Background: an optimization exercise with open tools, aiming at small area and a short achievable clock period. Do not read the settings as production practice.
Only simulation tests tie the RTL to the original design; equivalence was not proved.
Power figures rest on the tool's default switching activity, not on a simulated workload.

## zinc
// twist_mesh_top
module twist_mesh_top #(
     parameter N_p = 4
)(
     input  logic                clk_i
    ,input  logic                reset_i
    ,input  logic [N_p*8-1:0]    in_weight_i
    ,input  logic [N_p-1:0]      in_lock_i
    ,input  logic [N_p*8-1:0]    in_ifmap_i
    ,input  logic [N_p*32-1:0]   in_psum_i
    ,input  logic                in_propagate_i
    ,input  logic                in_valid_i
    ,input  logic                in_last_i
    ,output logic [N_p*32-1:0]   out_psum_o
    ,output logic                out_valid_o
    ,output logic                out_last_o
);
Size in the first run: ~1000 flip-flops, ~71000 um2 of cells after synthesis.
export LEC_CHECK = 0
export CAP_MARGIN = 20
export CORE_MARGIN = 2
export CORE_UTILIZATION = 60
export SETUP_SLACK_MARGIN = 5
export SLEW_MARGIN = 20
export TNS_END_PERCENT = 0
create_clock -name core_clock -period 11.0 [get_ports {clk_i}]
run.sh (not shown) runs the stock make flow with config.mk's settings and CLKGATE_MAP_FILE= SYNTH_SCRIPT=/design/flow/synth_recipe.tcl, a recipe that flattens the netlist after the stock synthesis.
The flow did not stop early for zinc: all stages ran, and the layout cleared the timing, DRC and antenna checks.
Inputs modified between zinc and raven:
Settings: removing TNS_END_PERCENT (formerly 0); changing CORE_UTILIZATION from 60 to 40; removing SETUP_SLACK_MARGIN (formerly 5).
==> flow/flow/run.sh (new file) <==
#!/bin/bash
cp standard.sh standard_sh.log
export SETUP_SLACK_MARGIN=6.5
bash standard.sh > standard_run.log 2>&1
==> flow/standard.sh (new file) <==
#!/bin/bash
# synth_recipe.tcl (not shown) runs the flow's synth.tcl, then flattens the netlist and writes it again
# the make line also repeats each setting of config.mk as NAME=value (left out here)
make -C /OpenROAD-flow-scripts/flow DESIGN_CONFIG=/design/flow/config.mk WORK_HOME=/design/flow/orfs CLKGATE_MAP_FILE= SYNTH_SCRIPT=/design/flow/synth_recipe.tcl "${@:-finish}"
removed: flow/run.sh
## What came out
raven vs zinc: leakage dissipation up by more than 10%
Every stage of the flow completed for raven, and the final layout passed the timing, DRC and antenna checks.
zinc → raven: sum of internal, switching and leakage power rose by 27%, initial antenna violation count rose by 19.
A startpoint of the worst setup timing path of u_mesh.g_psum[1].y3_r[0] is what raven shows, while u_mesh.g_psum[3].y3_r[0] belongs to zinc.
Compared with zinc, in raven worst setup slack after layout went up by 0.22 ns, part of the cycle the worst path needs went down by 2.0 points, design area went up by about 17%, number of gates on the worst path with buffers counted went up by 3.
diff inputs: raven => willow
Settings: SETUP_SLACK_MARGIN now 5, previously not set.
==> flow/run.sh (new file) <==
#!/bin/bash
# synth_recipe.tcl (not shown) runs the flow's synth.tcl, then flattens the netlist and writes it again
# the make line also repeats each setting of config.mk as NAME=value (left out here)
make -C /OpenROAD-flow-scripts/flow DESIGN_CONFIG=/design/flow/config.mk WORK_HOME=/design/flow/orfs CLKGATE_MAP_FILE= SYNTH_SCRIPT=/design/flow/synth_recipe.tcl finish
removed: flow/flow/run.sh
removed: flow/standard.sh
## What came out
- Compared with raven, in willow antenna diode instance count moved down, global-route usage moved down, number of core rows level.
- Diff willow..raven | initial core utilization | unchanged
- Shortest period the worst path allows: willow higher than raven
- Taking raven as the reference, in willow clock skew now smaller; utilization now smaller; summed area of non-filler cells in the final layout now smaller; routed wire length now smaller; share of power burned in combinational logic now smaller.
- Summary: with raven as the reference, post-DP HPWL in willow moved up slightly.
### willow -> ember
Settings: a change of SETUP_SLACK_MARGIN from 5 to 3.5.
From willow to ember, sum of overflow across all layers after global routing did not move at all.
Side by side, flip-flop and latch area turned out lower in ember than in willow.
The sequential cell area share in ember sits 0.80 points above the value recorded for willow.
Sort ember and willow by number of buffer and inverter stages on the critical path, descending, and willow comes first.
On clock skew, ember does worse than willow.
In the tables for ember and willow, final instance area reads lower with ember.
The count of multi-input gates on willow is in line with that on ember.
Status | ember and willow | clean
ember: total power density per cell area 2.0% below willow

* * *

Setup of garnet:
twist_mesh_top again, from the RTL that the note above started with.
make LEC_CHECK=0 CAP_MARGIN=20 CORE_MARGIN=2 CORE_UTILIZATION=60 CTS_BUF_LIST=sky130_fd_sc_hd__clkbuf_8 CTS_CLUSTER_DIAMETER=50 CTS_CLUSTER_SIZE=16 SETUP_SLACK_MARGIN=5 SLEW_MARGIN=20 finish   # period 11.0 ns
Stock flow here: none of the scripts above is used.
garnet finished all stages; the layout is clean.
#### Input delta (maple over garnet)
--- a/flow/config.mk
+++ b/flow/config.mk
@@ -11,3 +10,0 @@
-export CTS_BUF_LIST = sky130_fd_sc_hd__clkbuf_8
-export CTS_CLUSTER_DIAMETER = 50
-export CTS_CLUSTER_SIZE = 16
@@ -15,0 +13 @@
+export TNS_END_PERCENT = 30
Notes after the runs:
Share of the cycle needed by the critical path after routing for maple: 0.28 points down relative to garnet. Fraction of layout cells with a size suffix above 1: maple < garnet. Comparing maple and garnet, worst setup timing slack at the placement stage is lower on garnet. Internal power component grows by a few percent when moving from garnet to maple. In the flow results for maple and garnet, the depth of the critical timing path with buffers and inverters included is larger on maple. In the route summary, maple ends up with a via count below that of garnet. In maple, part of the total power dissipated in sequential elements is lower than in garnet. Total routing resource utilization after global routing: maple lower than garnet. Sort maple and garnet by clock group share of total power, ascending, and garnet comes first.
Edits applied to the flow inputs when going from maple to amber:
--- a/flow/config.mk
+++ b/flow/config.mk
@@ -13 +12,0 @@
-export TNS_END_PERCENT = 30
Notes after the runs:
- Post-detailed-placement half-perimeter wirelength came out higher on amber than on maple.
- Of amber and maple, the lower count of fill cells added during filler insertion belongs to amber.
- Compared with maple, number of DRC markers in iteration 0 in amber increased by a few percent.
- Cmp amber vs maple: total chip power higher in amber
- Relative area change from synthesis to final layout (lower): maple
- Critical path depth in amber vs maple: up 1
#### Input delta (fjord over amber)
--- a/flow/config.mk
+++ b/flow/config.mk
@@ -8 +8 @@
-export CAP_MARGIN = 20
+export CAP_MARGIN = 10
@@ -12 +12 @@
-export SLEW_MARGIN = 20
+export SLEW_MARGIN = 10
--- outcome ---
fjord reached the final stage; the timing, DRC and antenna checks on its layout passed. fjord vs amber on internal portion of total power: fjord is the lower one. Diff amber and fjord: post-synthesis to final-layout area growth higher in amber. Comparing amber and fjord, the higher non-clock buffer count was measured on amber.

-- re-timing with driven ports --
How much do the figures lean on ideal ports? The routed layouts below were timed once more, with nothing changed but the port constraints. Step 1: set_driving_cell puts a clkbuf_16 on clk_i and a buf_2 on each other input, an assumption about the parent block. Step 2 moves the port delays by t, midway between the first and last clock arrival at a register: inputs arrive t later, outputs are due t later. That takes back most of the time a late clock gives input paths. Three values: ideal, step 1, step 2; two values: the first two.
| run | shift t [ns] | setup slack, ns | clock arrival spread, ns | slew at the worst register clock pin (ns) |
|---|---|---|---|---|
| zinc | 0.775 | 4.725 / 4.645 / 4.246 | 0.038 / 0.038 | 0.07 / 0.07 |
| raven | 0.808 | 4.943 / 4.864 / 4.330 | 0.044 / 0.044 | 0.07 / 0.07 |
| willow | 0.806 | 4.870 / 4.796 / 4.288 | 0.037 / 0.036 | 0.07 / 0.07 |
| ember | 0.799 | 3.821 / 3.745 / 3.129 | 0.046 / 0.046 | 0.08 / 0.08 |
| garnet | 0.900 | 4.793 / 4.717 / 4.309 | 0.091 / 0.091 | 0.10 / 0.10 |
| maple | 0.766 | 4.823 / 4.739 / 4.334 | 0.034 / 0.034 | 0.07 / 0.07 |
| amber | 0.770 | 4.927 / 4.847 / 4.327 | 0.030 / 0.029 | 0.07 / 0.07 |
| fjord | 0.770 | 4.875 / 4.793 / 4.187 | 0.030 / 0.030 | 0.07 / 0.07 |
After both steps every run listed still meets setup and hold. For ember, which loses most, drivers alone change the setup slack by -0.076 ns; drivers and shift together by -0.692 ns.
